From an optimization exercise on the open Yosys and OpenROAD flow, aimed at small area; shortcuts taken in it are not production practice.
Only simulation tests tie the RTL to the original design; equivalence was not proved.
Power is estimated from default activity; no workload was simulated.

## design/flow/design.v

```verilog
module combA (
   input  wire [9:0] pixel_x,
   input  wire [9:0] pixel_y,
   output wire [1:0] sel_o,
   output wire [6:0] info_o
);
  wire new_n30, new_n31, new_n32, new_n33, new_n34, new_n35, new_n36,
    new_n37, new_n38, new_n39, new_n40, new_n41, new_n42, new_n43, new_n44,
    new_n45, new_n46, new_n47, new_n48, new_n49, new_n50, new_n51, new_n52,
    new_n53, new_n54, new_n55, new_n56, new_n57, new_n58, new_n59, new_n60,
    new_n61, new_n62, new_n63, new_n64, new_n66, new_n68, new_n69, new_n70,
    new_n71, new_n72, new_n73, new_n74, new_n75, new_n76, new_n77, new_n79,
    new_n80, new_n81, new_n82, new_n83, new_n85, new_n86, new_n87, new_n88,
    new_n89, new_n90, new_n92, new_n93, new_n94, new_n95, new_n96, new_n98,
    new_n99, new_n100, new_n101, new_n102, new_n103, new_n104, new_n105,
    new_n106, new_n107, new_n108, new_n109, new_n110, new_n111, new_n112,
    new_n113, new_n114, new_n115, new_n116, new_n117, new_n118, new_n119,
    new_n120, new_n121, new_n122, new_n123, new_n124, new_n125, new_n126,
    new_n127, new_n128, new_n129, new_n130, new_n131, new_n132, new_n133,
    new_n134, new_n135, new_n136, new_n137, new_n138, new_n139, new_n140,
    new_n141, new_n142, new_n143, new_n144, new_n145, new_n146, new_n147,
    new_n148, new_n149, new_n150, new_n151, new_n152, new_n153, new_n154,
    new_n155, new_n156, new_n157, new_n158, new_n159, new_n160, new_n161,
    new_n162, new_n163, new_n164, new_n165, new_n166, new_n167, new_n168,
    new_n169, new_n170, new_n171, new_n172, new_n173, new_n174, new_n175,
    new_n176, new_n177, new_n178, new_n179, new_n180, new_n181, new_n182,
    new_n183, new_n184, new_n185, new_n186, new_n187, new_n188, new_n189,
    new_n190, new_n191, new_n192, new_n193, new_n194, new_n195, new_n196,
    new_n197, new_n198, new_n199, new_n200, new_n201, new_n202, new_n203,
    new_n204, new_n205, new_n206, new_n207, new_n208, new_n209, new_n210,
    new_n211, new_n212, new_n213, new_n214, new_n215, new_n216, new_n217,
    new_n218, new_n219, new_n220, new_n221, new_n222, new_n223, new_n224,
    new_n225, new_n226, new_n227, new_n228, new_n229, new_n230, new_n231,
    new_n232, new_n233, new_n234, new_n235, new_n236, new_n237, new_n238,
    new_n239, new_n240, new_n241, new_n242, new_n243, new_n244, new_n245,
    new_n246, new_n247, new_n248, new_n249, new_n250, new_n251, new_n252,
    new_n253, new_n254, new_n255, new_n256, new_n257, new_n258, new_n259,
    new_n260, new_n261, new_n262, new_n263, new_n264, new_n265, new_n266,
    new_n267, new_n268, new_n269, new_n270, new_n271, new_n272, new_n273,
    new_n274, new_n275, new_n276, new_n277, new_n278, new_n279, new_n280,
    new_n281, new_n282, new_n283, new_n284, new_n285, new_n286, new_n287,
    new_n288, new_n289, new_n290, new_n291, new_n292, new_n293, new_n294,
    new_n295, new_n296, new_n297, new_n298, new_n299, new_n300, new_n301,
    new_n302, new_n303, new_n304, new_n305, new_n306, new_n307, new_n308,
    new_n309, new_n310, new_n311, new_n312, new_n313, new_n314, new_n315,
    new_n316, new_n317, new_n318, new_n319, new_n320, new_n322, new_n324,
    new_n325;
  assign new_n30 = pixel_x[6]  & pixel_x[7] ;
  assign new_n31 = pixel_x[8]  & new_n30;
  assign new_n32 = ~pixel_x[8]  & ~new_n30;
  assign new_n33 = ~new_n31 & ~new_n32;
  assign new_n34 = pixel_x[7]  & ~pixel_x[8] ;
  assign new_n35 = pixel_x[5]  & new_n34;
  assign new_n36 = ~new_n33 & ~new_n35;
  assign new_n37 = ~pixel_x[9]  & ~pixel_y[9] ;
  assign new_n38 = pixel_y[6]  & pixel_y[7] ;
  assign new_n39 = ~pixel_y[8]  & new_n38;
  assign new_n40 = new_n37 & new_n39;
  assign new_n41 = ~new_n36 & new_n40;
  assign new_n42 = pixel_x[5]  & pixel_x[8] ;
  assign new_n43 = new_n41 & ~new_n42;
  assign new_n44 = ~pixel_y[7]  & new_n37;
  assign new_n45 = ~pixel_x[8]  & ~pixel_y[5] ;
  assign new_n46 = ~pixel_y[6]  & ~pixel_y[8] ;
  assign new_n47 = new_n45 & new_n46;
  assign new_n48 = new_n44 & new_n47;
  assign new_n49 = pixel_x[1]  & pixel_x[2] ;
  assign new_n50 = pixel_x[3]  & new_n49;
  assign new_n51 = pixel_y[3]  & pixel_y[4] ;
  assign new_n52 = ~pixel_y[2]  & ~pixel_y[3] ;
  assign new_n53 = ~pixel_y[4]  & new_n52;
  assign new_n54 = ~new_n51 & ~new_n53;
  assign new_n55 = ~new_n50 & new_n54;
  assign new_n56 = new_n48 & new_n55;
  assign new_n57 = pixel_x[4]  & pixel_x[5] ;
  assign new_n58 = pixel_x[7]  & ~new_n57;
  assign new_n59 = ~pixel_x[7]  & new_n57;
  assign new_n60 = ~new_n58 & ~new_n59;
  assign new_n61 = new_n56 & new_n60;
  assign new_n62 = ~new_n43 & ~new_n61;
  assign new_n63 = pixel_x[5]  & pixel_x[6] ;
  assign new_n64 = new_n56 & new_n63;
  assign sel_o[0]  = ~new_n62 & new_n64;
  assign new_n66 = pixel_x[6]  & new_n56;
  assign sel_o[1]  = new_n57 & new_n66;
  assign new_n68 = ~pixel_x[4]  & ~pixel_x[7] ;
  assign new_n69 = ~new_n57 & ~new_n68;
  assign new_n70 = new_n64 & ~new_n69;
  assign new_n71 = pixel_x[2]  & new_n41;
  assign new_n72 = pixel_y[8]  & new_n44;
  assign new_n73 = new_n33 & new_n72;
  assign new_n74 = pixel_x[3]  & new_n73;
  assign new_n75 = pixel_x[1]  & new_n48;
  assign new_n76 = ~new_n74 & ~new_n75;
  assign new_n77 = ~new_n71 & new_n76;
  assign info_o[0]  = new_n70 & ~new_n77;
  assign new_n79 = pixel_x[3]  & new_n41;
  assign new_n80 = pixel_x[4]  & new_n73;
  assign new_n81 = pixel_x[2]  & new_n48;
  assign new_n82 = ~new_n80 & ~new_n81;
  assign new_n83 = ~new_n79 & new_n82;
  assign info_o[1]  = new_n70 & ~new_n83;
  assign new_n85 = ~new_n41 & ~new_n73;
  assign new_n86 = pixel_x[3]  & new_n85;
  assign new_n87 = pixel_x[4]  & new_n41;
  assign new_n88 = pixel_x[5]  & new_n73;
  assign new_n89 = ~new_n87 & ~new_n88;
  assign new_n90 = ~new_n86 & new_n89;
  assign info_o[2]  = new_n70 & ~new_n90;
  assign new_n92 = pixel_y[1]  & new_n85;
  assign new_n93 = pixel_y[2]  & new_n41;
  assign new_n94 = pixel_y[3]  & new_n73;
  assign new_n95 = ~new_n93 & ~new_n94;
  assign new_n96 = ~new_n92 & new_n95;
  assign info_o[3]  = new_n70 & ~new_n96;
  assign new_n98 = ~pixel_x[4]  & ~pixel_x[5] ;
  assign new_n99 = ~new_n57 & ~new_n98;
  assign new_n100 = new_n48 & ~new_n99;
  assign new_n101 = ~pixel_x[6]  & new_n72;
  assign new_n102 = new_n62 & ~new_n101;
  assign new_n103 = ~pixel_x[6]  & ~pixel_x[7] ;
  assign new_n104 = new_n100 & ~new_n103;
  assign new_n105 = pixel_x[6]  & ~pixel_x[7] ;
  assign new_n106 = ~pixel_x[7]  & new_n48;
  assign new_n107 = ~pixel_x[5]  & ~new_n72;
  assign new_n108 = ~new_n106 & new_n107;
  assign new_n109 = ~new_n63 & ~new_n108;
  assign new_n110 = ~new_n105 & ~new_n109;
  assign new_n111 = ~new_n104 & ~new_n110;
  assign new_n112 = ~new_n102 & new_n111;
  assign new_n113 = new_n100 & new_n112;
  assign new_n114 = pixel_y[3]  & new_n41;
  assign new_n115 = pixel_y[4]  & new_n73;
  assign new_n116 = pixel_y[2]  & new_n48;
  assign new_n117 = ~new_n115 & ~new_n116;
  assign new_n118 = ~new_n114 & new_n117;
  assign new_n119 = ~new_n96 & ~new_n118;
  assign new_n120 = pixel_x[7]  & ~new_n63;
  assign new_n121 = new_n66 & new_n120;
  assign new_n122 = new_n119 & ~new_n121;
  assign new_n123 = ~pixel_x[6]  & ~new_n100;
  assign new_n124 = ~new_n104 & ~new_n123;
  assign new_n125 = ~new_n34 & ~new_n124;
  assign new_n126 = ~new_n62 & new_n125;
  assign new_n127 = ~pixel_y[6]  & new_n73;
  assign new_n128 = ~pixel_y[4]  & pixel_y[5] ;
  assign new_n129 = pixel_y[4]  & ~pixel_y[5] ;
  assign new_n130 = ~new_n128 & ~new_n129;
  assign new_n131 = ~pixel_y[6]  & ~new_n130;
  assign new_n132 = ~pixel_y[5]  & ~new_n131;
  assign new_n133 = ~new_n73 & new_n132;
  assign new_n134 = ~new_n127 & ~new_n133;
  assign new_n135 = pixel_y[3]  & ~new_n73;
  assign new_n136 = ~pixel_y[5]  & ~new_n41;
  assign new_n137 = ~new_n135 & new_n136;
  assign new_n138 = ~pixel_y[4]  & new_n41;
  assign new_n139 = ~new_n137 & ~new_n138;
  assign new_n140 = ~new_n134 & new_n139;
  assign new_n141 = ~new_n118 & new_n140;
  assign new_n142 = new_n134 & ~new_n139;
  assign new_n143 = ~new_n119 & new_n142;
  assign new_n144 = ~new_n141 & ~new_n143;
  assign new_n145 = new_n126 & ~new_n144;
  assign new_n146 = new_n96 & ~new_n118;
  assign new_n147 = ~pixel_x[5]  & ~new_n146;
  assign new_n148 = new_n145 & ~new_n147;
  assign new_n149 = new_n96 & new_n134;
  assign new_n150 = ~new_n96 & ~new_n134;
  assign new_n151 = ~new_n149 & ~new_n150;
  assign new_n152 = new_n100 & new_n151;
  assign new_n153 = pixel_x[8]  & pixel_y[5] ;
  assign new_n154 = ~new_n45 & ~new_n153;
  assign new_n155 = ~new_n152 & ~new_n154;
  assign new_n156 = new_n118 & ~new_n155;
  assign new_n157 = ~pixel_x[7]  & pixel_x[8] ;
  assign new_n158 = new_n105 & new_n128;
  assign new_n159 = ~pixel_x[8]  & pixel_y[8] ;
  assign new_n160 = pixel_x[7]  & ~new_n159;
  assign new_n161 = new_n112 & new_n160;
  assign new_n162 = new_n140 & new_n161;
  assign new_n163 = ~new_n158 & ~new_n162;
  assign new_n164 = new_n119 & ~new_n163;
  assign new_n165 = ~new_n157 & ~new_n164;
  assign new_n166 = ~new_n156 & new_n165;
  assign new_n167 = new_n112 & ~new_n166;
  assign new_n168 = ~new_n148 & ~new_n167;
  assign new_n169 = ~new_n140 & ~new_n143;
  assign new_n170 = ~new_n168 & ~new_n169;
  assign new_n171 = ~new_n100 & ~new_n157;
  assign new_n172 = new_n112 & ~new_n171;
  assign new_n173 = ~new_n118 & ~new_n139;
  assign new_n174 = ~new_n151 & new_n173;
  assign new_n175 = new_n172 & new_n174;
  assign new_n176 = new_n43 & new_n63;
  assign new_n177 = new_n102 & new_n111;
  assign new_n178 = new_n72 & new_n157;
  assign new_n179 = new_n177 & new_n178;
  assign new_n180 = ~new_n176 & ~new_n179;
  assign new_n181 = ~new_n131 & ~new_n142;
  assign new_n182 = ~new_n141 & new_n181;
  assign new_n183 = ~new_n180 & ~new_n182;
  assign new_n184 = ~new_n175 & ~new_n183;
  assign new_n185 = ~new_n170 & new_n184;
  assign new_n186 = pixel_x[7]  & new_n177;
  assign new_n187 = ~pixel_y[8]  & ~new_n186;
  assign new_n188 = ~pixel_x[8]  & ~new_n187;
  assign new_n189 = ~new_n96 & new_n140;
  assign new_n190 = ~new_n143 & ~new_n189;
  assign new_n191 = new_n177 & ~new_n190;
  assign new_n192 = ~new_n140 & ~new_n174;
  assign new_n193 = new_n144 & ~new_n192;
  assign new_n194 = ~new_n191 & ~new_n193;
  assign new_n195 = new_n188 & ~new_n194;
  assign new_n196 = new_n118 & new_n189;
  assign new_n197 = new_n144 & ~new_n196;
  assign new_n198 = pixel_x[6]  & new_n42;
  assign new_n199 = ~new_n173 & new_n198;
  assign new_n200 = ~new_n197 & new_n199;
  assign new_n201 = new_n161 & new_n174;
  assign new_n202 = new_n119 & new_n142;
  assign new_n203 = new_n120 & ~new_n123;
  assign new_n204 = ~new_n102 & new_n203;
  assign new_n205 = new_n202 & new_n204;
  assign new_n206 = pixel_x[7]  & new_n40;
  assign new_n207 = ~new_n106 & ~new_n206;
  assign new_n208 = new_n177 & ~new_n207;
  assign new_n209 = new_n141 & new_n208;
  assign new_n210 = ~new_n205 & ~new_n209;
  assign new_n211 = ~new_n201 & new_n210;
  assign new_n212 = ~new_n200 & new_n211;
  assign new_n213 = ~new_n195 & new_n212;
  assign new_n214 = ~new_n111 & new_n141;
  assign new_n215 = ~new_n34 & ~new_n96;
  assign new_n216 = new_n214 & new_n215;
  assign new_n217 = ~new_n113 & ~new_n162;
  assign new_n218 = new_n96 & new_n118;
  assign new_n219 = ~new_n217 & new_n218;
  assign new_n220 = ~new_n216 & ~new_n219;
  assign new_n221 = new_n213 & new_n220;
  assign new_n222 = new_n185 & new_n221;
  assign new_n223 = new_n41 & new_n158;
  assign new_n224 = ~new_n113 & ~new_n223;
  assign new_n225 = new_n96 & ~new_n224;
  assign new_n226 = new_n222 & new_n225;
  assign new_n227 = new_n151 & new_n173;
  assign new_n228 = ~pixel_y[6]  & new_n227;
  assign new_n229 = new_n188 & new_n228;
  assign new_n230 = new_n189 & new_n204;
  assign new_n231 = ~new_n121 & ~new_n161;
  assign new_n232 = new_n227 & ~new_n231;
  assign new_n233 = ~new_n230 & ~new_n232;
  assign new_n234 = ~new_n229 & new_n233;
  assign new_n235 = ~new_n226 & new_n234;
  assign new_n236 = ~new_n122 & ~new_n235;
  assign new_n237 = ~new_n113 & ~new_n236;
  assign new_n238 = ~new_n121 & ~new_n139;
  assign new_n239 = ~new_n119 & ~new_n238;
  assign new_n240 = ~new_n237 & ~new_n239;
  assign new_n241 = new_n185 & ~new_n229;
  assign new_n242 = ~new_n77 & new_n213;
  assign new_n243 = new_n241 & new_n242;
  assign new_n244 = ~new_n240 & new_n243;
  assign new_n245 = ~new_n118 & ~new_n149;
  assign new_n246 = new_n118 & new_n149;
  assign new_n247 = new_n66 & new_n69;
  assign new_n248 = ~new_n246 & new_n247;
  assign new_n249 = ~new_n245 & new_n248;
  assign new_n250 = ~new_n121 & ~new_n249;
  assign new_n251 = ~new_n164 & new_n250;
  assign new_n252 = ~new_n113 & ~new_n179;
  assign new_n253 = new_n141 & ~new_n252;
  assign new_n254 = new_n77 & ~new_n253;
  assign new_n255 = new_n251 & new_n254;
  assign new_n256 = new_n235 & new_n255;
  assign new_n257 = ~new_n244 & ~new_n256;
  assign new_n258 = new_n180 & ~new_n216;
  assign new_n259 = ~pixel_x[8]  & new_n140;
  assign new_n260 = new_n146 & new_n259;
  assign new_n261 = ~new_n196 & ~new_n260;
  assign new_n262 = ~new_n180 & new_n261;
  assign new_n263 = ~new_n258 & ~new_n262;
  assign new_n264 = new_n83 & ~new_n263;
  assign new_n265 = new_n196 & new_n208;
  assign new_n266 = ~new_n196 & ~new_n202;
  assign new_n267 = new_n126 & ~new_n266;
  assign new_n268 = ~new_n187 & new_n260;
  assign new_n269 = new_n172 & new_n227;
  assign new_n270 = ~new_n268 & ~new_n269;
  assign new_n271 = ~new_n267 & new_n270;
  assign new_n272 = ~new_n265 & new_n271;
  assign new_n273 = ~new_n144 & new_n204;
  assign new_n274 = new_n272 & ~new_n273;
  assign new_n275 = new_n264 & new_n274;
  assign new_n276 = ~new_n257 & new_n275;
  assign new_n277 = new_n142 & new_n161;
  assign new_n278 = new_n222 & ~new_n277;
  assign new_n279 = new_n77 & ~new_n278;
  assign new_n280 = ~new_n83 & ~new_n279;
  assign new_n281 = ~new_n90 & ~new_n280;
  assign new_n282 = ~new_n276 & new_n281;
  assign new_n283 = new_n70 & ~new_n118;
  assign new_n284 = pixel_y[5]  & new_n183;
  assign new_n285 = ~new_n209 & ~new_n284;
  assign new_n286 = ~new_n119 & ~new_n285;
  assign new_n287 = ~new_n77 & ~new_n205;
  assign new_n288 = new_n251 & new_n287;
  assign new_n289 = new_n214 & ~new_n258;
  assign new_n290 = ~new_n159 & ~new_n208;
  assign new_n291 = new_n142 & ~new_n290;
  assign new_n292 = new_n119 & new_n291;
  assign new_n293 = ~new_n265 & ~new_n292;
  assign new_n294 = ~new_n289 & new_n293;
  assign new_n295 = new_n288 & new_n294;
  assign new_n296 = ~new_n286 & new_n295;
  assign new_n297 = new_n113 & new_n196;
  assign new_n298 = ~new_n291 & ~new_n297;
  assign new_n299 = new_n213 & new_n298;
  assign new_n300 = new_n179 & new_n193;
  assign new_n301 = new_n77 & ~new_n263;
  assign new_n302 = ~new_n300 & new_n301;
  assign new_n303 = new_n299 & new_n302;
  assign new_n304 = ~new_n296 & ~new_n303;
  assign new_n305 = ~new_n83 & new_n271;
  assign new_n306 = ~new_n304 & new_n305;
  assign new_n307 = new_n235 & new_n306;
  assign new_n308 = ~new_n230 & new_n272;
  assign new_n309 = new_n299 & new_n308;
  assign new_n310 = ~new_n77 & ~new_n309;
  assign new_n311 = new_n143 & new_n204;
  assign new_n312 = ~new_n162 & ~new_n311;
  assign new_n313 = ~new_n145 & new_n312;
  assign new_n314 = new_n293 & new_n313;
  assign new_n315 = new_n264 & new_n314;
  assign new_n316 = ~new_n310 & new_n315;
  assign new_n317 = new_n241 & new_n316;
  assign new_n318 = new_n90 & ~new_n317;
  assign new_n319 = ~new_n307 & new_n318;
  assign new_n320 = ~new_n283 & ~new_n319;
  assign info_o[4]  = new_n282 | ~new_n320;
  assign new_n322 = pixel_y[3]  & new_n70;
  assign info_o[5]  = ~new_n85 | new_n322;
  assign new_n324 = new_n70 & ~new_n134;
  assign new_n325 = ~new_n41 & ~new_n48;
  assign info_o[6]  = ~new_n324 & ~new_n325;
endmodule
module combB (
   input  wire [1:0] a_sel,
   input  wire [6:0] a_info,
   input  wire [3:0] dig0,
   input  wire [3:0] dig1,
   input  wire [1:0] ball_num,
   output wire [1:0] b_area,
   output wire b_dot
);
  wire new_n23, new_n26, new_n27, new_n28, new_n29, new_n30, new_n31,
    new_n32, new_n33, new_n34, new_n35, new_n36, new_n37, new_n38, new_n39,
    new_n40, new_n41, new_n42, new_n43, new_n44, new_n45, new_n46, new_n47,
    new_n48, new_n49, new_n50, new_n51, new_n52, new_n53, new_n54, new_n55,
    new_n56, new_n57, new_n58, new_n59, new_n60, new_n61, new_n62, new_n63,
    new_n64, new_n65, new_n66, new_n67, new_n68, new_n69, new_n70, new_n71,
    new_n72, new_n73, new_n74, new_n75, new_n76, new_n77, new_n78, new_n79,
    new_n80, new_n81, new_n82, new_n83, new_n84, new_n85, new_n86, new_n87,
    new_n88, new_n89, new_n90, new_n91, new_n92, new_n93, new_n94, new_n95,
    new_n96, new_n97, new_n98, new_n99, new_n100, new_n101, new_n102,
    new_n103, new_n104, new_n105, new_n106, new_n107, new_n108, new_n109,
    new_n110, new_n111, new_n112, new_n113, new_n114, new_n115, new_n116,
    new_n117, new_n118, new_n119, new_n120, new_n121, new_n122, new_n123,
    new_n124, new_n125, new_n126, new_n127, new_n128, new_n129, new_n130,
    new_n131, new_n132, new_n133, new_n134, new_n135, new_n136, new_n137,
    new_n138, new_n139, new_n140, new_n141, new_n142, new_n143, new_n144,
    new_n145, new_n146, new_n147, new_n148, new_n149, new_n150, new_n151,
    new_n152, new_n153, new_n154, new_n155, new_n156, new_n157, new_n158,
    new_n159, new_n160, new_n161, new_n162, new_n163, new_n164, new_n165,
    new_n166, new_n167, new_n168, new_n169, new_n170, new_n171, new_n172,
    new_n173, new_n174, new_n175, new_n176, new_n177, new_n178, new_n179,
    new_n180, new_n181, new_n182, new_n183, new_n184, new_n185, new_n186,
    new_n187, new_n188, new_n189, new_n190, new_n191, new_n192, new_n193,
    new_n194, new_n195, new_n196, new_n197, new_n198, new_n199, new_n200,
    new_n201, new_n202, new_n203, new_n204, new_n205, new_n206, new_n207,
    new_n208, new_n209, new_n210, new_n211, new_n212, new_n213, new_n214,
    new_n215, new_n216, new_n217, new_n218, new_n219, new_n220, new_n221,
    new_n222, new_n223, new_n224, new_n225, new_n226, new_n227, new_n228,
    new_n229, new_n230, new_n231, new_n232, new_n233, new_n234, new_n235,
    new_n236, new_n237, new_n238, new_n239, new_n240, new_n241, new_n242,
    new_n243, new_n244, new_n245, new_n246;
  assign new_n23 = ~a_sel[0]  & ~a_sel[1] ;
  assign b_area[0]  = a_info[5]  & new_n23;
  assign b_area[1]  = a_info[6]  | ~new_n23;
  assign new_n26 = a_sel[0]  & a_sel[1] ;
  assign new_n27 = ~ball_num[1]  & new_n26;
  assign new_n28 = ~a_sel[0]  & ~dig0[1] ;
  assign new_n29 = ~a_sel[1]  & ~dig1[1] ;
  assign new_n30 = ~new_n28 & ~new_n29;
  assign new_n31 = ~new_n27 & new_n30;
  assign new_n32 = a_info[3]  & a_info[4] ;
  assign new_n33 = a_info[6]  & new_n32;
  assign new_n34 = ~a_info[3]  & ~a_info[6] ;
  assign new_n35 = ~a_info[4]  & ~a_info[6] ;
  assign new_n36 = a_info[5]  & new_n35;
  assign new_n37 = new_n34 & ~new_n36;
  assign new_n38 = ~new_n33 & ~new_n37;
  assign new_n39 = ~new_n31 & ~new_n38;
  assign new_n40 = ~a_sel[1]  & dig1[2] ;
  assign new_n41 = ~a_sel[0]  & dig0[2] ;
  assign new_n42 = ~new_n40 & ~new_n41;
  assign new_n43 = ~a_sel[1]  & dig1[0] ;
  assign new_n44 = a_sel[0]  & ~ball_num[0] ;
  assign new_n45 = ~a_sel[0]  & ~dig0[0] ;
  assign new_n46 = a_sel[1]  & ~new_n45;
  assign new_n47 = ~new_n44 & new_n46;
  assign new_n48 = ~new_n43 & ~new_n47;
  assign new_n49 = new_n42 & new_n48;
  assign new_n50 = new_n33 & ~new_n49;
  assign new_n51 = new_n42 & ~new_n50;
  assign new_n52 = new_n31 & ~new_n42;
  assign new_n53 = ~a_info[5]  & ~a_info[6] ;
  assign new_n54 = ~new_n35 & ~new_n53;
  assign new_n55 = ~new_n48 & ~new_n54;
  assign new_n56 = a_info[4]  & a_info[6] ;
  assign new_n57 = ~new_n53 & ~new_n56;
  assign new_n58 = new_n48 & new_n57;
  assign new_n59 = ~a_info[3]  & a_info[6] ;
  assign new_n60 = ~a_info[4]  & ~new_n59;
  assign new_n61 = new_n58 & ~new_n60;
  assign new_n62 = ~new_n55 & ~new_n61;
  assign new_n63 = new_n52 & ~new_n62;
  assign new_n64 = ~new_n51 & ~new_n63;
  assign new_n65 = ~new_n39 & ~new_n64;
  assign new_n66 = ~a_info[3]  & new_n48;
  assign new_n67 = ~new_n36 & ~new_n56;
  assign new_n68 = ~new_n31 & ~new_n67;
  assign new_n69 = new_n66 & new_n68;
  assign new_n70 = ~new_n31 & ~new_n48;
  assign new_n71 = a_info[5]  & ~a_info[6] ;
  assign new_n72 = a_info[3]  & new_n71;
  assign new_n73 = ~new_n59 & ~new_n72;
  assign new_n74 = ~a_info[4]  & ~new_n73;
  assign new_n75 = new_n70 & new_n74;
  assign new_n76 = ~new_n69 & ~new_n75;
  assign new_n77 = ~new_n63 & new_n76;
  assign new_n78 = ~new_n42 & new_n48;
  assign new_n79 = ~new_n31 & new_n78;
  assign new_n80 = ~new_n71 & new_n79;
  assign new_n81 = a_info[3]  & new_n80;
  assign new_n82 = new_n77 & ~new_n81;
  assign new_n83 = ~new_n52 & ~new_n67;
  assign new_n84 = ~a_info[3]  & ~new_n83;
  assign new_n85 = ~new_n32 & ~new_n53;
  assign new_n86 = ~new_n70 & new_n85;
  assign new_n87 = ~new_n84 & new_n86;
  assign new_n88 = ~new_n34 & new_n57;
  assign new_n89 = new_n49 & new_n88;
  assign new_n90 = ~new_n37 & ~new_n89;
  assign new_n91 = ~a_info[6]  & new_n90;
  assign new_n92 = new_n63 & ~new_n91;
  assign new_n93 = ~new_n87 & ~new_n92;
  assign new_n94 = ~new_n82 & new_n93;
  assign new_n95 = ~new_n31 & new_n48;
  assign new_n96 = ~new_n31 & ~new_n56;
  assign new_n97 = ~new_n95 & ~new_n96;
  assign new_n98 = new_n65 & ~new_n97;
  assign new_n99 = new_n42 & new_n71;
  assign new_n100 = new_n70 & new_n99;
  assign new_n101 = ~new_n98 & ~new_n100;
  assign new_n102 = ~new_n94 & new_n101;
  assign new_n103 = new_n65 & ~new_n102;
  assign new_n104 = ~a_sel[1]  & dig1[3] ;
  assign new_n105 = ~a_sel[0]  & dig0[3] ;
  assign new_n106 = ~new_n104 & ~new_n105;
  assign new_n107 = ~new_n48 & ~new_n77;
  assign new_n108 = a_info[3]  & new_n78;
  assign new_n109 = new_n82 & new_n108;
  assign new_n110 = ~new_n107 & ~new_n109;
  assign new_n111 = ~new_n87 & ~new_n110;
  assign new_n112 = ~new_n53 & ~new_n68;
  assign new_n113 = new_n66 & new_n112;
  assign new_n114 = ~new_n42 & ~new_n113;
  assign new_n115 = ~new_n65 & ~new_n114;
  assign new_n116 = ~new_n111 & ~new_n115;
  assign new_n117 = ~new_n106 & ~new_n116;
  assign new_n118 = ~new_n103 & new_n117;
  assign new_n119 = ~new_n31 & new_n42;
  assign new_n120 = new_n58 & new_n119;
  assign new_n121 = new_n106 & ~new_n120;
  assign new_n122 = new_n78 & ~new_n112;
  assign new_n123 = ~a_info[3]  & ~new_n56;
  assign new_n124 = new_n31 & ~new_n123;
  assign new_n125 = new_n42 & ~new_n124;
  assign new_n126 = ~new_n50 & ~new_n125;
  assign new_n127 = ~new_n122 & new_n126;
  assign new_n128 = new_n121 & ~new_n127;
  assign new_n129 = ~new_n118 & ~new_n128;
  assign new_n130 = ~a_info[0]  & ~new_n129;
  assign new_n131 = ~new_n108 & new_n118;
  assign new_n132 = ~new_n48 & new_n52;
  assign new_n133 = new_n54 & new_n132;
  assign new_n134 = ~new_n119 & ~new_n133;
  assign new_n135 = new_n93 & ~new_n134;
  assign new_n136 = ~new_n93 & ~new_n133;
  assign new_n137 = new_n76 & ~new_n136;
  assign new_n138 = ~new_n135 & new_n137;
  assign new_n139 = ~new_n106 & ~new_n138;
  assign new_n140 = ~new_n31 & new_n51;
  assign new_n141 = new_n77 & ~new_n140;
  assign new_n142 = ~new_n94 & new_n141;
  assign new_n143 = new_n139 & new_n142;
  assign new_n144 = ~new_n79 & ~new_n133;
  assign new_n145 = new_n91 & new_n144;
  assign new_n146 = ~new_n90 & ~new_n144;
  assign new_n147 = ~new_n34 & new_n85;
  assign new_n148 = ~new_n146 & ~new_n147;
  assign new_n149 = ~new_n145 & new_n148;
  assign new_n150 = new_n42 & new_n70;
  assign new_n151 = a_info[6]  & new_n132;
  assign new_n152 = ~new_n150 & ~new_n151;
  assign new_n153 = ~new_n149 & new_n152;
  assign new_n154 = new_n106 & ~new_n153;
  assign new_n155 = ~new_n143 & ~new_n154;
  assign new_n156 = ~new_n131 & new_n155;
  assign new_n157 = ~new_n130 & new_n156;
  assign new_n158 = a_info[6]  & new_n48;
  assign new_n159 = ~new_n71 & ~new_n158;
  assign new_n160 = new_n32 & ~new_n159;
  assign new_n161 = a_info[3]  & ~new_n85;
  assign new_n162 = ~new_n71 & ~new_n161;
  assign new_n163 = ~new_n48 & new_n162;
  assign new_n164 = ~new_n42 & ~new_n163;
  assign new_n165 = ~new_n160 & new_n164;
  assign new_n166 = new_n31 & new_n165;
  assign new_n167 = ~new_n51 & ~new_n166;
  assign new_n168 = new_n90 & ~new_n167;
  assign new_n169 = new_n31 & ~new_n92;
  assign new_n170 = ~new_n165 & ~new_n169;
  assign new_n171 = ~new_n168 & ~new_n170;
  assign new_n172 = ~new_n66 & new_n171;
  assign new_n173 = new_n38 & ~new_n88;
  assign new_n174 = new_n96 & new_n173;
  assign new_n175 = new_n48 & ~new_n71;
  assign new_n176 = ~new_n174 & ~new_n175;
  assign new_n177 = new_n51 & new_n176;
  assign new_n178 = ~new_n172 & new_n177;
  assign new_n179 = ~new_n80 & new_n106;
  assign new_n180 = ~new_n48 & new_n72;
  assign new_n181 = new_n179 & ~new_n180;
  assign new_n182 = ~new_n178 & new_n181;
  assign new_n183 = ~a_info[0]  & ~new_n182;
  assign new_n184 = ~new_n118 & new_n183;
  assign new_n185 = a_info[1]  & ~new_n184;
  assign new_n186 = ~new_n157 & new_n185;
  assign new_n187 = ~new_n58 & new_n140;
  assign new_n188 = ~new_n153 & new_n187;
  assign new_n189 = ~a_info[3]  & new_n98;
  assign new_n190 = new_n106 & ~new_n189;
  assign new_n191 = ~new_n59 & ~new_n190;
  assign new_n192 = new_n188 & ~new_n191;
  assign new_n193 = ~new_n99 & new_n179;
  assign new_n194 = ~new_n119 & ~new_n193;
  assign new_n195 = ~new_n111 & new_n194;
  assign new_n196 = ~a_info[3]  & new_n122;
  assign new_n197 = ~a_info[6]  & ~new_n32;
  assign new_n198 = ~new_n56 & ~new_n197;
  assign new_n199 = ~new_n52 & ~new_n198;
  assign new_n200 = ~new_n48 & ~new_n53;
  assign new_n201 = ~new_n199 & new_n200;
  assign new_n202 = ~new_n196 & ~new_n201;
  assign new_n203 = ~new_n194 & ~new_n202;
  assign new_n204 = ~a_info[1]  & ~new_n203;
  assign new_n205 = ~new_n195 & new_n204;
  assign new_n206 = ~new_n192 & new_n205;
  assign new_n207 = ~new_n130 & new_n206;
  assign new_n208 = ~a_info[2]  & ~new_n207;
  assign new_n209 = ~new_n186 & new_n208;
  assign new_n210 = ~new_n98 & new_n139;
  assign new_n211 = ~new_n90 & new_n197;
  assign new_n212 = ~new_n95 & new_n153;
  assign new_n213 = ~a_info[6]  & new_n42;
  assign new_n214 = new_n31 & new_n213;
  assign new_n215 = ~new_n151 & ~new_n214;
  assign new_n216 = ~new_n212 & new_n215;
  assign new_n217 = ~new_n211 & ~new_n216;
  assign new_n218 = new_n121 & ~new_n217;
  assign new_n219 = ~new_n210 & ~new_n218;
  assign new_n220 = ~a_info[0]  & ~new_n219;
  assign new_n221 = ~new_n48 & new_n197;
  assign new_n222 = new_n52 & ~new_n158;
  assign new_n223 = ~new_n221 & new_n222;
  assign new_n224 = new_n106 & ~new_n223;
  assign new_n225 = new_n42 & ~new_n54;
  assign new_n226 = ~new_n49 & ~new_n55;
  assign new_n227 = ~new_n225 & ~new_n226;
  assign new_n228 = new_n171 & new_n227;
  assign new_n229 = ~new_n188 & ~new_n228;
  assign new_n230 = new_n224 & ~new_n229;
  assign new_n231 = new_n142 & ~new_n224;
  assign new_n232 = a_info[0]  & ~new_n231;
  assign new_n233 = ~new_n230 & new_n232;
  assign new_n234 = ~new_n220 & ~new_n233;
  assign new_n235 = ~a_info[1]  & ~new_n234;
  assign new_n236 = ~new_n171 & ~new_n187;
  assign new_n237 = new_n224 & ~new_n236;
  assign new_n238 = new_n102 & ~new_n224;
  assign new_n239 = ~a_info[0]  & a_info[1] ;
  assign new_n240 = ~new_n238 & new_n239;
  assign new_n241 = ~new_n237 & new_n240;
  assign new_n242 = a_info[2]  & ~new_n241;
  assign new_n243 = ~new_n235 & new_n242;
  assign new_n244 = ~new_n209 & ~new_n243;
  assign new_n245 = ~new_n23 & ~new_n244;
  assign new_n246 = ~a_info[4]  & new_n23;
  assign b_dot = ~new_n245 & ~new_n246;
endmodule
module text (
   input  wire        clk,
   input  wire        rst,
   input  wire [9:0]  pixel_x,
   input  wire [9:0]  pixel_y,
   input  wire [3:0]  dig0,
   input  wire [3:0]  dig1,
   input  wire [1:0]  ball_num,
   output wire [2:0]  text_strings_on,
   output reg         text_bit_on,
   output wire [2:0]  text_color
);
   wire [1:0] sel;
   wire [6:0] info;
   combA u_a (.pixel_x(pixel_x), .pixel_y(pixel_y), .sel_o(sel), .info_o(info));
   reg [1:0] a_sel;
   reg [6:0] a_info;
   always @(posedge clk) begin
      a_sel  <= sel;
      a_info <= info;
   end
   wire [1:0] area_b;
   wire       dot_b;
   combB u_b (.a_sel(a_sel), .a_info(a_info), .dig0(dig0), .dig1(dig1), .ball_num(ball_num),
              .b_area(area_b), .b_dot(dot_b));
   reg [1:0] b_area, c_area, d_area, e_area;
   reg       b_dot, c_dot, d_dot;
   always @(posedge clk) begin
      b_area <= area_b;
      b_dot  <= dot_b;
      c_area <= b_area;
      c_dot  <= b_dot;
      d_area <= c_area;
      d_dot  <= c_dot;
      e_area <= d_area;
   end
   always @(posedge clk) begin
      if (rst)
         text_bit_on <= 1'b0;
      else
         text_bit_on <= d_dot;
   end
   assign text_strings_on = {e_area == 2'd3, e_area == 2'd2, e_area == 2'd1};
   assign text_color      = 3'b011;
endmodule
```

## design/flow/flow/run.sh

```bash
#!/bin/bash
# Own layout flow:
# 2. an area synthesis of the same RTL (Yosys generic synthesis without fsm/share,
#    flattened; ABC area mapping with a few scripts), its flip-flops renamed to the
#    standard netlist's names; the smallest result that Yosys proves equivalent to
#    the standard netlist (flip-flops paired by name) replaces it;
# 3. the standard layout (floorplan .. finish), with buf_1 port buffers.
set -euo pipefail
W=$PWD
F=$W/flow
R=$W/orfs/results/$FLOW_PLATFORM/text/base
YOSYS=${YOSYS_EXE:-$FLOW_HOME/../tools/install/yosys/bin/yosys}
[ -x "$YOSYS" ] || YOSYS=yosys
LIB=$FLOW_HOME/platforms/$FLOW_PLATFORM/lib/sky130_fd_sc_hd__tt_025C_1v80.lib

# 1. standard synthesis
bash standard.sh synth > $W/1_synth.log 2>&1
cp $R/1_2_yosys.v $W/1_2_yosys.std.v

# 2. area synthesis
best=""; best_area=""
for s in $F/remap*.script; do
  n=$(basename $s .script)
  mkdir -p $W/$n
  if REMAP_LIB=$LIB REMAP_OUT=$W/$n REMAP_DESIGN=$FLOW_DESIGN REMAP_ABC=$s FLOW_TOP=$FLOW_TOP \
       $YOSYS -c $F/resynth.tcl > $W/2_$n.log 2>&1 &&
     python3 $F/rename_ffs.py $W/1_2_yosys.std.v $W/$n/1_2_yosys.raw.v $W/$n/1_2_yosys.remap.v >> $W/2_$n.log 2>&1 &&
     bash $F/eqcheck.sh $YOSYS $LIB $W/1_2_yosys.std.v $W/$n/1_2_yosys.remap.v $FLOW_TOP > $W/3_eqcheck_$n.log 2>&1; then
    a=$(awk '/Chip area for (top )?module/ {print $NF}' $W/$n/remap_stat.txt | tail -1)
    echo "$n $a" >> $W/3_remap_areas.log
    if [ -z "$best" ] || awk -v a="$a" -v b="$best_area" 'BEGIN {exit !(a < b)}'; then
      best=$n; best_area=$a
    fi
  else
    echo "$n failed" >> $W/3_remap_areas.log
  fi
done
if [ -n "$best" ]; then
  cp $W/$best/1_2_yosys.remap.v $R/1_2_yosys.v
  rm -f $R/1_synth.odb $R/1_synth.sdc
  echo "using $best ($best_area)" >> $W/3_remap_areas.log
else
  echo "standard netlist kept" >> $W/3_remap_areas.log
fi

# 3. standard layout
bash standard.sh "BUFFER_PORTS_ARGS=-buffer_cell sky130_fd_sc_hd__buf_1" "CTS_ARGS=-sink_clustering_enable -sink_clustering_size 30 -sink_clustering_max_diameter 1000 -buf_list sky130_fd_sc_hd__clkbuf_4 -root_buf sky130_fd_sc_hd__clkbuf_4 -dont_use_dummy_load -repair_clock_nets" finish > $W/4_layout.log 2>&1
```

## design/flow/flow/eqcheck.sh

```bash
#!/bin/bash
# eqcheck.sh YOSYS LIB gold.v gate.v TOP : equivalence of two netlists, registers matched by name
Y=$1; LIB=$2; T=$5
D=$(mktemp -d)
sed "s/^module $T(/module gold(/; s/^module $T (/module gold (/" $3 > $D/gold.v
sed "s/^module $T(/module gate(/; s/^module $T (/module gate (/" $4 > $D/gate.v
$Y -p "read_liberty -ignore_miss_func $LIB; read_verilog $D/gold.v; read_verilog $D/gate.v; setattr -mod -set keep 1 gold gate; flatten gold gate; proc; opt_clean; async2sync; equiv_make gold gate equiv; hierarchy -top equiv; equiv_simple -seq 2; equiv_induct; equiv_status -assert"
r=$?; rm -rf $D; exit $r
```

## design/flow/flow/remap1.script

```
strash
dch
amap
```

## design/flow/flow/remap2.script

```
strash
dch -f
amap
```

## design/flow/flow/remap3.script

```
strash
&get -n
&dch -f
&nf -R 1000 -p
&put
```

## design/flow/flow/remap4.script

```
strash
dch -f
amap
strash
dch -f
amap
```

## design/flow/flow/rename_ffs.py

```python
#!/usr/bin/env python3
"""rename_ffs.py STD.v RAW.v OUT.v: give each flip-flop instance of RAW.v the
instance name of the standard netlist's flip-flop that drives the same Q net,
and rename RAW.v's other auto-named (_N_) instances and nets apart from the
standard netlist's. Fails unless both have the same flip-flops (count, Q nets
and cell types)."""
import re, sys
std, raw, out = sys.argv[1:4]
pat = re.compile(r'^\s*(sky130_fd_sc_hd__df\w+)\s+(\S+)\s*\((.*?)\);', re.S | re.M)
def ffs(txt):
    d = {}
    for m in pat.finditer(txt):
        q = re.search(r'\.Q\(\s*(.*?)\s*\)', m.group(3), re.S).group(1).strip()
        d[q] = (m.group(1), m.group(2))
    return d
s_txt, r_txt = open(std).read(), open(raw).read()
s_ff, r_ff = ffs(s_txt), ffs(r_txt)
if set(s_ff) != set(r_ff):
    sys.exit('flip-flop Q nets differ: %s' % sorted(set(s_ff) ^ set(r_ff)))
for q in s_ff:
    if s_ff[q][0] != r_ff[q][0]:
        sys.exit('cell type differs for %s: %s vs %s' % (q, s_ff[q][0], r_ff[q][0]))
# auto-named objects _N_ -> _rN_ so no internal name is shared with STD.v
r_txt = re.sub(r'(?<![\w$\\])_(\d+)_(?![\w$])', r'_r\1_', r_txt)
def ren(m):
    q = re.search(r'\.Q\(\s*(.*?)\s*\)', m.group(3), re.S).group(1).strip()
    q = re.sub(r'(?<![\w$\\])_(\d+)_(?![\w$])', r'_r\1_', q)
    return m.group(0)
# rename the flip-flop instances
def ren2(m):
    body = m.group(3)
    q = re.search(r'\.Q\(\s*(.*?)\s*\)', body, re.S).group(1).strip()
    key = re.sub(r'_r(\d+)_', r'_\1_', q)
    name = s_ff[key][1]
    return '%s %s (%s);' % (m.group(1), name + (' ' if name.startswith('\\') else ''), body)
r_txt = pat.sub(lambda m: '  ' + ren2(m), r_txt)
open(out, 'w').write(r_txt)
```

## design/flow/flow/resynth.tcl

```tcl
# Area synthesis of the design's RTL (design.v): Yosys's generic synthesis
# without its fsm and share passes, flattened, flip-flops mapped with
# dfflibmap, combinational logic mapped by ABC with an area script.
# rename_ffs.py then gives each flip-flop the name of the standard
# synthesis's flip-flop on the same net.
yosys -import
set lib $::env(REMAP_LIB)
set out $::env(REMAP_OUT)
set dont_use {-dont_use sky130_fd_sc_hd__probe_p_8 -dont_use sky130_fd_sc_hd__probec_p_8 -dont_use *lpflow*}
read_verilog -sv $::env(REMAP_DESIGN)
hierarchy -check -top $::env(FLOW_TOP)
synth -top $::env(FLOW_TOP) -flatten -nofsm -noshare -noabc
opt -purge
dfflibmap -liberty $lib {*}$dont_use
opt
setundef -zero
abc -script $::env(REMAP_ABC) -liberty $lib {*}$dont_use
opt_clean -purge
hilomap -hicell sky130_fd_sc_hd__conb_1 HI -locell sky130_fd_sc_hd__conb_1 LO

splitnets
opt_clean -purge
tee -o $out/remap_stat.txt stat -liberty $lib
write_verilog -noattr -nohex -nodec $out/1_2_yosys.raw.v
```

## design/flow/standard.sh

```bash
#!/bin/bash
# synth_recipe.tcl (not shown) runs the flow's synth.tcl, then flattens the netlist and writes it again
# the make line also repeats each setting of config.mk as NAME=value (left out here)
make -C /OpenROAD-flow-scripts/flow DESIGN_CONFIG=/design/flow/config.mk WORK_HOME=/design/flow/orfs CLKGATE_MAP_FILE= SYNTH_SCRIPT=/design/flow/synth_recipe.tcl "${@:-finish}"
```

## design/flow/config.mk

```make
export PLATFORM = sky130hd
export DESIGN_NAME = text
export DESIGN_NICKNAME = text
export VERILOG_FILES = /design/flow/design.v
export SDC_FILE = /design/flow/constraint.sdc
export NUM_CORES = 4
export LEC_CHECK = 0
export CAP_MARGIN = 20
export CORE_MARGIN = 2
export CORE_UTILIZATION = 30
export CTS_BUF_LIST = sky130_fd_sc_hd__clkbuf_4
export GPL_TIMING_DRIVEN = 0
export SLEW_MARGIN = 20
export SYNTH_MEMORY_MAX_BITS = 16384
```

## design/flow/constraint.sdc

```tcl
create_clock -name core_clock -period 10.0 [get_ports {clk}]
set_input_delay 2.0000 -clock core_clock [delete_from_list [all_inputs] [get_ports {clk}]]
set_output_delay 2.0000 -clock core_clock [all_outputs]
set_load 0.01 [all_outputs]
```

==> results of run 1 <==
-- cell usage in the layout (no fill, tap or decap), types with 2 or more instances in the layout --
cell / n
clkinv_1: 50
a31oi_1: 6
nand2b_1: 2
or3_1: 5
a311oi_1: 2
o22ai_1: 7
a21oi_1: 22
a2111oi_0: 4
a211o_1: 2
o311ai_0: 3
o21a_1: 4
o32ai_1: 2
clkbuf_4: 3
a32oi_1: 2
a222oi_1: 7
o22a_1: 2
nor4_1: 7
or2_0: 7
nand3_1: 4
a211oi_1: 4
o21ai_0: 33
nor2_1: 110
dfxtp_1: 21
o31ai_1: 3
o221ai_1: 2
nand2_1: 24
conb_1: 3
a22oi_1: 4
nor3_1: 14
buf_1: 33
o41ai_1: 2
nor2b_1: 2
-- per-layer routing --
layer	wire length, µm	part of all wire	track usage
met5	0	0	0
met4	224	0.030	0.06513
met3	814	0.11	0.02493
met2	3291	0.44	0.3051
met1	3137	0.42	0.2547
-- worst max-delay path: cells and delay by family --
family | cells | cell delay (ps)
AO/OA/AOI/OAI | 7 | 2650
buffers and inverters | 5 | 1100
AND/OR/NAND/NOR | 12 | 2320
-- per-stage QoR --
stage / cells / instance area [µm²] / total power [W]
4_1_cts: 508 / 2454 / 0.0001835
6_report: 509 / 2459 / 0.0001844
3_5_place_dp: 505 / 2431 / 0.0001484
2_1_floorplan: 373 / 2183 / 0.0001290
5_1_grt: 509 / 2459 / 0.0001965
3_3_place_gp: 505 / 2431 / 0.0001493
-- registers in the layout (all words and copies together), names as in the netlist, 2 cells and up --
name    count
a_sel       2
d_area      2
e_area      2
b_area      2
a_info      7
c_area      2
-- power by group through the flow --
stage,clock network [W],logic [W],registers [W]
final,0.0000354,0.0000618,0.0000871
after global routing,0.0000411,0.0000680,0.0000874
after CTS,0.0000368,0.0000596,0.0000871
after detailed placement,0,0.0000593,0.0000891
after global placement,0,0.0000603,0.0000891
after floorplan,0,0.0000403,0.0000887
-- area by class of cell --
class                   count  area, µm²  share of cell area
inverters                  50      187.7             0.07634
clock buffers               3      22.52            0.009160
flip-flops and latches     21      420.4              0.1710
repair buffers             34      128.9             0.05242
well taps                  99      123.9             0.05038
multi-input cells         302       1575              0.6407
-- worst paths after layout --
path,from,to,depth (start not counted)
max,pixel_x[7],a_info[4]$_DFF_P_,24
min,b_area[0]$_DFF_P_,c_area[0]$_DFF_P_,0
max reg2reg,a_sel[0]$_DFF_P_,b_dot$_DFF_P_,19
min reg2reg,b_area[0]$_DFF_P_,c_area[0]$_DFF_P_,0
==> results.json, run 1 <==
{
  "run_status": "no timing/DRC/antenna violations",
  "reg2reg_slack_ps": 5190,
  "antenna_found_initial": 0,
  "final_util": 0.3445,
  "cpMaxStageDelayCell": "a2111oi_0",
  "drive_above_1_share": 0.009756,
  "dpl.hpwl_um": 6000,
  "fillers": 820,
  "cts_tree": "built",
  "numPortBuffers": 33,
  "relSlewSlack": 0.3934,
  "skew_ps": 11.07,
  "die_w_um": 89.31,
  "tns_ps": 0,
  "syn_area_per_cell_um2": 5.853,
  "p_int_w": 0.0001198,
  "tightestPinTransition_ps": 886.9,
  "timing.critical_path.mode_cell": "nor2_1",
  "ant_nets": 0,
  "gp_congestion": 0.9601,
  "irDropWorstVdd_v": 0.00003488,
  "final-hold-violation-count": 0,
  "crit_path_cell_trace": "buf_1, clkinv_1, nor2_1, nand2_1, a21oi_1, nor2_1, a221oi_1, clkinv_1, nor2_1, clkinv_1, nor2_1, clkinv_1, nand2_1, a21oi_1, o21ai_0, nor4_1, a2111oi_0, nor2_1, o22a_1, nor4b_1, a41oi_1, nor3_1, nor2_1, or2_0",
  "comb_power_share": 0.335,
  "gr-total-overflow": 0,
  "rsz0062_at_grt": "false",
  "grt_pass1_vias": 2610,
  "clk_pin_slew_ps": 100,
  "setup_viol": 0,
  "clock_path_buffers": 2,
  "yosysWarnings": 1,
  "cap_violations": 0,
  "hold_path_class": "reg2reg",
  "vias": 2955,
  "crit_path_start_kind": "input port",
  "start_util": 0.3059,
  "whs_ps": 327.7,
  "crit_type": "in2reg",
  "pin_count": 39,
  "postCtsSetupBuffers": 0,
  "insertion_delay_ps": 290,
  "cts_buffers": 3,
  "netlist_area_mm2": 0.002183,
  "die_h_um": 89.31,
  "synth_cells": 373,
  "die_area_mm2": 0.007976,
  "p_leak_nw": 0.7944,
  "grt_max_degree": 14,
  "wl_um": 7468,
  "clkPwrFrac": 0.192,
  "dp_slack_ps": 1852,
  "switching_share": 0.3504,
  "p_seq_frac": 0.473,
  "firstDrtPassIters": 6,
  "route.detailed.drc": 0,
  "setup_ws_ps": 2120,
  "htree_levels": 1,
  "post-route-period-util": 0.7880,
  "cts_sinks": 21,
  "rows": 31,
  "cts_hold_buf": 0,
  "maxSlewViolCount": 0,
  "drtIter0Drc": 365,
  "end_kind": "register",
  "routedWlPerCell_um": 14.67,
  "cts_resized": 0,
  "slowest_delay_ps": 800,
  "diodes": 0,
  "fmax_mhz": 126.9,
  "grt.total_usage": 0.1876,
  "grt_first_pass_wirelength_um": 11960,
  "switching_power_w": 0.00006462,
  "syn2layout_area_growth_pct": 12.61,
  "required_ps": 10190,
  "min_period_ps": 7880,
  "core_mm2": 0.007137,
  "root_buffer": "clkbuf_4",
  "cp.arrival_ps": 8070,
  "p_per_area_mw_per_mm2": 75.01,
  "path_max_fanout": 11,
  "avgViaCountPerCell": 5.806,
  "finish.net_count": 444
}
==> run 2: changes to the inputs <==
--- a/design/flow/flow/run.sh
+++ b/design/flow/flow/run.sh
@@ -45,3 +45,3 @@
 
 # 3. standard layout
-bash standard.sh "BUFFER_PORTS_ARGS=-buffer_cell sky130_fd_sc_hd__buf_1" "CTS_ARGS=-sink_clustering_enable -sink_clustering_size 30 -sink_clustering_max_diameter 1000 -buf_list sky130_fd_sc_hd__clkbuf_4 -root_buf sky130_fd_sc_hd__clkbuf_4 -dont_use_dummy_load -repair_clock_nets" finish > $W/4_layout.log 2>&1
+bash standard.sh "BUFFER_PORTS_ARGS=-buffer_cell sky130_fd_sc_hd__buf_1" finish > $W/4_layout.log 2>&1
--- a/design/flow/flow/resynth.tcl
+++ b/design/flow/flow/resynth.tcl
@@ -17,6 +17,6 @@
 abc -script $::env(REMAP_ABC) -liberty $lib {*}$dont_use
 opt_clean -purge
-hilomap -hicell sky130_fd_sc_hd__conb_1 HI -locell sky130_fd_sc_hd__conb_1 LO
-
+hilomap -singleton -hicell sky130_fd_sc_hd__conb_1 HI -locell sky130_fd_sc_hd__conb_1 LO
+insbuf -buf sky130_fd_sc_hd__buf_1 A X
 splitnets
 opt_clean -purge
==> run 2 against run 1 <==
Compared with the run above: wire length down 1.7%; sequential share of layout area down 0.078 points; global-route usage up 0.64 points; maximum frequency down 1.5%; cell count up 0.59%; synthesized cell count up 0.54%; non-clock buffer count up 2; flip-flop and latch count unchanged; via count down 1.3%.
==> results.json, run 2 <==
{
  "run_status": "no timing/DRC/antenna violations",
  "synth_cells": 375,
  "whs_ps": 336.5,
  "top_register": "a_info",
  "netlist_area_mm2": 0.002191,
  "fillers": 781,
  "pin_count": 39,
  "yosysWarnings": 1,
  "vias": 2916,
  "comb_power_share": 0.328,
  "relSlewSlack": 0.2760,
  "p_int_w": 0.0001208,
  "fmax_mhz": 124.9,
  "drtIter0Drc": 254,
  "postPlaceCellArea_mm2": 0.002442,
  "core_mm2": 0.007176,
  "diodes": 0,
  "firstDrtPassIters": 5,
  "end_kind": "register",
  "clk_pin_slew_ps": 110,
  "p_per_area_mw_per_mm2": 75.71,
  "p_seq_frac": 0.466,
  "required_ps": 10200,
  "setup_viol": 0,
  "insertion_delay_ps": 300,
  "rsz0062_at_grt": "false",
  "setup_ws_ps": 1997,
  "grt_max_degree": 14,
  "grt_pass1_vias": 2745,
  "start_util": 0.3053,
  "multi_input_area_mm2": 0.001575,
  "postCtsSetupBuffers": 0,
  "clkPwrFrac": 0.206,
  "cts_sinks": 21,
  "post-route-period-util": 0.8003,
  "slowest_delay_ps": 910,
  "routedWlPerCell_um": 14.33,
  "die_area_mm2": 0.008002,
  "final-hold-violation-count": 0,
  "cts_buffers": 3,
  "route.detailed.drc": 0,
  "irDropWorstVdd_v": 0.00003515,
  "cpLargestDelayFamily": "compound AO/OA/AOI/OAI gates",
  "cpMaxStageDelayCell": "a222oi_1",
  "drive_above_1_share": 0.009685,
  "avgViaCountPerCell": 5.695,
  "grt_first_pass_wirelength_um": 12450,
  "final_util": 0.3442,
  "die_w_um": 89.46,
  "cp.arrival_ps": 8200,
  "cts_tree": "built",
  "crit_path_start_kind": "input port",
  "p_leak_nw": 0.7977,
  "wl_um": 7339,
  "syn2layout_area_growth_pct": 12.74,
  "fin_area_mm2": 0.002470,
  "largest_reg_flops": 7,
  "cts_resized": 0,
  "grt.total_usage": 0.1940,
  "layout_common_cells": "nor2_1, clkinv_1, buf_1",
  "rows": 31,
  "tightestPinTransition_ps": 1086,
  "cts_hold_buf": 0,
  "switching_share": 0.3540,
  "crit_path_cell_trace": "buf_1, clkinv_1, nor2_1, nand2_1, a21oi_1, nor2_1, a222oi_1, nand2_1, o21ai_0, nand3_1, a211oi_1, a21oi_1, o21ai_0, nor4_1, a2111oi_0, nor2_1, o22a_1, nor4b_1, a41oi_1, nor3_1, nor2_1, or2_0",
  "syn_area_per_cell_um2": 5.842,
  "dpl.hpwl_um": 5914,
  "switching_power_w": 0.00006619,
  "htree_levels": 1,
  "die_h_um": 89.46,
  "min_period_ps": 8003,
  "root_buffer": "clkbuf_4",
  "hold_path_class": "reg2reg",
  "gr-total-overflow": 0,
  "finish.net_count": 446,
  "clock_path_buffers": 2,
  "antenna_found_initial": 0,
  "numPortBuffers": 33,
  "maxSlewViolCount": 0,
  "tns_ps": 0,
  "mostFrequentLayoutCell": "nor2_1",
  "path_max_fanout": 11,
  "timing.critical_path.mode_cell": "nor2_1",
  "crit_type": "in2reg",
  "cap_violations": 0,
  "dp_slack_ps": 1908,
  "ant_nets": 0,
  "worstPathBufferInverterCount": 2,
  "gp_congestion": 0.9843,
  "skew_ps": 2.626,
  "ff_latch_area_um2": 420.4
}
run 2: power groups by stage:
stage	clock (W)	sequential (W)	combinational, W
after floorplan	0	0.0000887	0.0000406
after global placement	0	0.0000890	0.0000606
after detailed placement	0	0.0000890	0.0000593
after CTS	0.0000408	0.0000871	0.0000596
after global routing	0.0000447	0.0000873	0.0000690
final	0.0000385	0.0000871	0.0000614
run 2: final cells by class:
class                   count  share of cell area
flip-flops and latches     21              0.1702
multi-input cells         302              0.6378
inverters                  50             0.07599
clock inverters             1            0.002026
clock buffers               3            0.009119
well taps                  99             0.05015
repair buffers             33             0.05015
plain buffers               3            0.004559
run 2: routing by layer:
| layer | part of all wire | track usage | vias to the layer above | routed length, µm |
|---|---|---|---|---|
| met4 | 0.052 | 0.09769 | 0 | 384 |
| met5 | 0 | 0 | - | 0 |
| met2 | 0.48 | 0.3448 | 188 | 3491 |
| met1 | 0.39 | 0.2261 | 1253 | 2886 |
| met3 | 0.078 | 0.02678 | 46 | 576 |
| li1 | - | - | 1429 | - |
run 2: worst reg2reg max path: cells and delay by family, from the launching register on:
family	cells	cell delay (ps)
buffers and inverters	2	640
and+or+nand+nor	7	1170
AOI/OAI and AO/OA	11	2400
DFF	1	420
run 2: worst paths after layout:
check                                  startpoint           endpoint  slack, ps  cells after the start
worst max-delay path                   pixel_x[7]  a_info[4]$_DFF_P_       2000                     22
worst min-delay path            d_area[0]$_DFF_P_  e_area[0]$_DFF_P_        340                      0
worst max register to register   a_sel[0]$_DFF_P_      b_dot$_DFF_P_       5270                     20
worst min register to register  d_area[0]$_DFF_P_  e_area[0]$_DFF_P_        340                      0
run 2: stage by stage:
step,power [W],std cells
2_1_floorplan,0.0001294,376
3_3_place_gp,0.0001496,508
3_5_place_dp,0.0001483,508
4_1_cts,0.0001874,512
5_1_grt,0.0002011,512
6_report,0.0001870,512

[separate check: timing with driven ports]
The results above use ideal ports. As a check the final layouts listed here were re-extracted and re-timed, cells and wires unchanged. Step 1 sets driving cells, clkbuf_16 on the clock port and buf_2 on the other inputs (assumed; they add their load-dependent delay and slew). Step 2 adds t to the input delays and takes it off the output delays; t is the mean of the earliest and latest rising clock arrival at the registers after step 1. Input paths then give back, and output paths get back, about the clock's delay inside the block. Slacks: ideal / step 1 / step 2; pairs: ideal / step 1.
run | t, ns | slack for setup (ns) | worst setup path at the end | slew at the worst register clock pin (ns)
run 1 | 0.310 | 2.120 / 2.119 / 1.809 | input to register | 0.10 / 0.10
run 2 | 0.320 | 1.997 / 1.994 / 1.674 | input to register | 0.11 / 0.11
After both steps every run listed still meets setup and hold. For run 2, which loses most, drivers alone change the setup slack by -0.003 ns; drivers and shift together by -0.323 ns.
